From an optimization exercise on the open Yosys and OpenROAD flow, aimed at small area, a short achievable clock period and few clock cycles; shortcuts taken in it are not production practice. At most, simulation tests tie the RTL to the original design; equivalence was not proved. Power and IR drop assume default switching activity.

Design cpu_system, start of the top module:
module cpu_system(
    input          clk,
    input          reset,
    output         imem_read,
    output [5:0]   imem_addr,
    input  [127:0] imem_rdata,
    input          imem_busywait,
    output         dmem_read,
    output         dmem_write,
    output [5:0]   dmem_addr,
    output [31:0]  dmem_wdata,
    input  [31:0]  dmem_rdata,
    input          dmem_busywait,
    output         ret_valid,
    output [31:0]  ret_pc,
    output         ret_rf_we,
    output [2:0]   ret_rf_waddr,
    output [7:0]   ret_rf_wdata
);
Size: ~3600 cells after synthesis, ~1100 flip-flops, ~50000 um^2 of cells after synthesis.
==> flow/config.mk <==
export PLATFORM = sky130hd
export DESIGN_NAME = cpu_system
export DESIGN_NICKNAME = cpu_system
export VERILOG_FILES = /design/flow/design.v
export SDC_FILE = /design/flow/constraint.sdc
export NUM_CORES = 4
export LEC_CHECK = 0
export CAP_MARGIN = 20
export CORE_MARGIN = 2
export CORE_UTILIZATION = 70
export CTS_BUF_LIST = sky130_fd_sc_hd__clkbuf_8
export SLEW_MARGIN = 20
==> flow/constraint.sdc <==
create_clock -name core_clock -period 10.0 [get_ports {clk}]
set_input_delay 2.0000 -clock core_clock [delete_from_list [all_inputs] [get_ports {clk}]]
set_output_delay 2.0000 -clock core_clock [all_outputs]
set_load 0.01 [all_outputs]
standard.sh (not shown) runs the stock make flow with config.mk's settings and CLKGATE_MAP_FILE= SYNTH_SCRIPT=/design/flow/synth_recipe.tcl, a recipe that flattens the netlist after the stock synthesis.
==> flow/flow/run.sh <==
#!/bin/bash
# The standard layout (the standard.sh), with timing repair aiming below
# the clock period, and plain buffers on the ports. The whole make output goes
# to standard_flow.log here; each tool's own log is under orfs/logs/.
set -euo pipefail
bash standard.sh SETUP_SLACK_MARGIN=8 TNS_END_PERCENT=0 "BUFFER_PORTS_ARGS=-buffer_cell sky130_fd_sc_hd__buf_2" finish > standard_flow.log 2>&1
Change:
--- a/flow/design.v
+++ b/flow/design.v
@@ -194,42 +194,36 @@
         if (!xhold) begin
             xop    <= c_op;
             xpt    <= c_pt;
             xiaddr <= c_iaddr;
             xwa    <= C[10:8];
             xsh    <= C[2:0];
             ximm   <= c_imm;
             xpc    <= pcf;
             xa     <= fa;
             xb     <= fb;
         end
     end
-    wire [5:0]  nblk      = pcf[7:2] + 6'd1;
-    wire        nhit      = ic_valid[nblk[2:0]] && (ic_tag[nblk[2:0]] == nblk[5:3]);
-    wire        fseq_miss = fhit && !c_pt && (pcf[1:0] == 2'd3) && !nhit && !xhold && !mispred;
     always @(posedge clk) begin
         if (reset) begin
             ireq     <= 1'b0;
             ic_valid <= 8'd0;
         end else if (ireq) begin
             if (!imem_busywait) begin
                 ireq <= 1'b0;
                 ic_valid[iaddr[2:0]] <= 1'b1;
             end
         end else if (!fhit && !mispred) begin
             ireq  <= 1'b1;
             iaddr <= pcf[7:2];
-        end else if (fseq_miss) begin
-            ireq  <= 1'b1;
-            iaddr <= nblk;
         end
     end
     always @(posedge clk) begin
         if (mispred)
             pbit[xpc[4:0]] <= x_taken;
         if (ireq && !imem_busywait)
             pbit[{iaddr[2:0], 2'd0} +: 4] <= {predict(imem_rdata[127:96]), predict(imem_rdata[95:64]),
                                               predict(imem_rdata[63:32]),  predict(imem_rdata[31:0])};
     end
     always @(posedge clk) begin
         if (ireq && !imem_busywait) begin
             ic_tag[iaddr[2:0]] <= iaddr[5:3];
What happened:
- sequential share of layout area rises by 0.29 points
- via count is lower by 2.0%
- synthesized area falls by 0.79%
- power went down by about 2%
- wire length is about the same
- cell count came out lower by 2.6%
- combinational power is lower by about 0.9%
- global-route usage goes down by 0.42 points
- cell area shrinks by 0.49%
- first-iteration DRC count barely changes
- maximum frequency rises by 3.5%
- register-to-register slack improves by 130 ps
No run of this note included a check of the RTL's function; only the layout flow was run.

* * *

## job 103
cpu_system, a different RTL version from the one above (not shown whole).
Size in the first run: ~3600 cells after synthesis, ~1100 flip-flops, about 0.051 mm² of cells after synthesis.
// cpu_system
module cpu_system(
    input          clk,
    input          reset,
    output         imem_read,
    output [5:0]   imem_addr,
    input  [127:0] imem_rdata,
    input          imem_busywait,
    output         dmem_read,
    output         dmem_write,
    output [5:0]   dmem_addr,
    output [31:0]  dmem_wdata,
    input  [31:0]  dmem_rdata,
    input          dmem_busywait,
    output         ret_valid,
    output [31:0]  ret_pc,
    output         ret_rf_we,
    output [2:0]   ret_rf_waddr,
    output [7:0]   ret_rf_wdata
);
Settings: LEC_CHECK=0, CAP_MARGIN=20, CORE_MARGIN=2, CORE_UTILIZATION=70, CTS_BUF_LIST=sky130_fd_sc_hd__clkbuf_8, CTS_CLUSTER_DIAMETER=45, CTS_CLUSTER_SIZE=14, SLEW_MARGIN=20; clock period 10.0 ns.
Scripts as last shown in full above: flow/flow/run.sh
#### Input delta (job 101 over job 103)
-- flow/design.v --
<<< job 103, line 111
    wire        x_sub   = (xop == OP_SUB);
    wire [7:0]  sum   = xa + (x_sub ? ~xb : xb) + {7'd0, x_sub};
    wire [15:0] rr    = {xa, xa} >> xsh;
    wire [7:0]  rot   = rr[7:0];
    reg  [7:0]  keep_r;               
    integer m;
    always @(*)
        for (m = 0; m < 8; m = m + 1)
            keep_r[m] = ({1'b0, xsh} <= 4'd7 - m);
    wire [7:0]  keep  = (xop[1:0] == 2'b00) ? ((xsh == 3'd0) ? 8'hFF : ~keep_r) :
                        (xop[1:0] == 2'b11) ? 8'hFF : keep_r;
    wire        fill  = (xop[1:0] == 2'b10) && xa[7];
    wire [7:0]  shres = (rot & keep) | ({8{fill}} & ~keep);
    wire [7:0]  daddr = xiaddr ? ximm : xa;
    wire [7:0]  hitv;
>>> job 101, line 111
    wire        x_sub   = (xop == OP_SUB);
    wire [7:0]  sum   = xa + (x_sub ? ~xb : xb) + {7'd0, x_sub};
    wire [7:0]  lsl   = xa << xsh;
    wire [7:0]  lsr   = xa >> xsh;
    wire [15:0] sx    = {{8{xa[7]}}, xa} >> xsh;
    wire [7:0]  asr   = sx[7:0];
    wire [15:0] rr    = {xa, xa} >> xsh;
    wire [7:0]  ror   = rr[7:0];
    wire [7:0]  daddr = xiaddr ? ximm : xa;
    wire [7:0]  hitv;
<<< job 103, line 163
            OP_OR:    result = xa | xb;
            OP_AND:   result = xa & xb;
            OP_LSL, OP_LSR, OP_ASR, OP_ROR: result = shres;
            default:  result = ldb;
        endcase
>>> job 101, line 158
            OP_OR:    result = xa | xb;
            OP_AND:   result = xa & xb;
            OP_LSL:   result = lsl;
            OP_LSR:   result = lsr;
            OP_ASR:   result = asr;
            OP_ROR:   result = ror;
            default:  result = ldb;
        endcase
<<< job 103, line 199
            xiaddr <= c_iaddr;
            xwa    <= C[10:8];
            xsh    <= (!c_br && C[14:11] == OP_LSL) ? 3'd0 - C[2:0] : C[2:0];
            ximm   <= c_imm;
            xpc    <= pcf;
>>> job 101, line 197
            xiaddr <= c_iaddr;
            xwa    <= C[10:8];
            xsh    <= C[2:0];
            ximm   <= c_imm;
            xpc    <= pcf;
Findings:
There was hardly any difference in utilization between job 103 and job 101. Job 101: number of clock-tree buffers in the layout 2 below job 103. Job 101 vs job 103: clock power down by a few percent. The higher met1 capacity usage during global routing of job 103 and job 101 is in job 103. Job 101 and job 103 ended up with roughly the same share of the synthesized area in compound gates (AO/OA/AOI/OAI). As far as post-route standard cell area excluding fillers is concerned, job 101 and job 103 perform about the same. Status: worst setup slack for register-to-register paths parity (job 101, job 103). Relative to job 103, non-clock buffer count increased by 10 in job 101. The critical path depth in job 101 sits 1 above the value recorded for job 103. The higher total number of vias came out of job 103. Between job 103 and job 101, the worst reg-to-reg path cell count is lower for job 103. Job 101 vs job 103 on slew at the pin closest to its max-slew limit: job 101 is the higher one. The proportion of cell area occupied by registers of job 101 and that of job 103 are within noise of each other.
Testbench counts of job 101, summed over its fixed seeds: cycles 132,922.
No functional check of the RTL was part of job 103.

static timing again, ports no longer ideal:
In the flow no input, the clock included, has a driving cell. The finished layouts below were timed again as built, in two steps.
Step 1: set_driving_cell puts a clkbuf_16 on clk and a buf_2 on each other input, an assumption about the parent block.
Step 2 times the ports against the registers' clock, not the clock port: input delays grow and output delays shrink by t, the midpoint of the rising clock arrivals with the driver on.
Slacks: ideal / step 1 / step 2; pairs: ideal / step 1.
run | t (ns) | setup slack, ns | worst setup path at the end | pins driven straight from the clock port
the first run of note 1 | 0.893 | 6.144 / 6.144 / 5.388 | input to register | 1
the second run of note 1 | 0.893 | 6.276 / 6.276 / 5.567 | input to register | 1
job 103 | 0.817 | 6.422 / 6.422 / 5.659 | input to register | 1
job 101 | 0.825 | 6.426 / 6.408 / 5.655 | input to register | 1
After both steps every run listed still meets setup and hold. The setup slack of job 101, which loses most, moves by -0.018 ns with the drivers and by -0.771 ns with both steps.
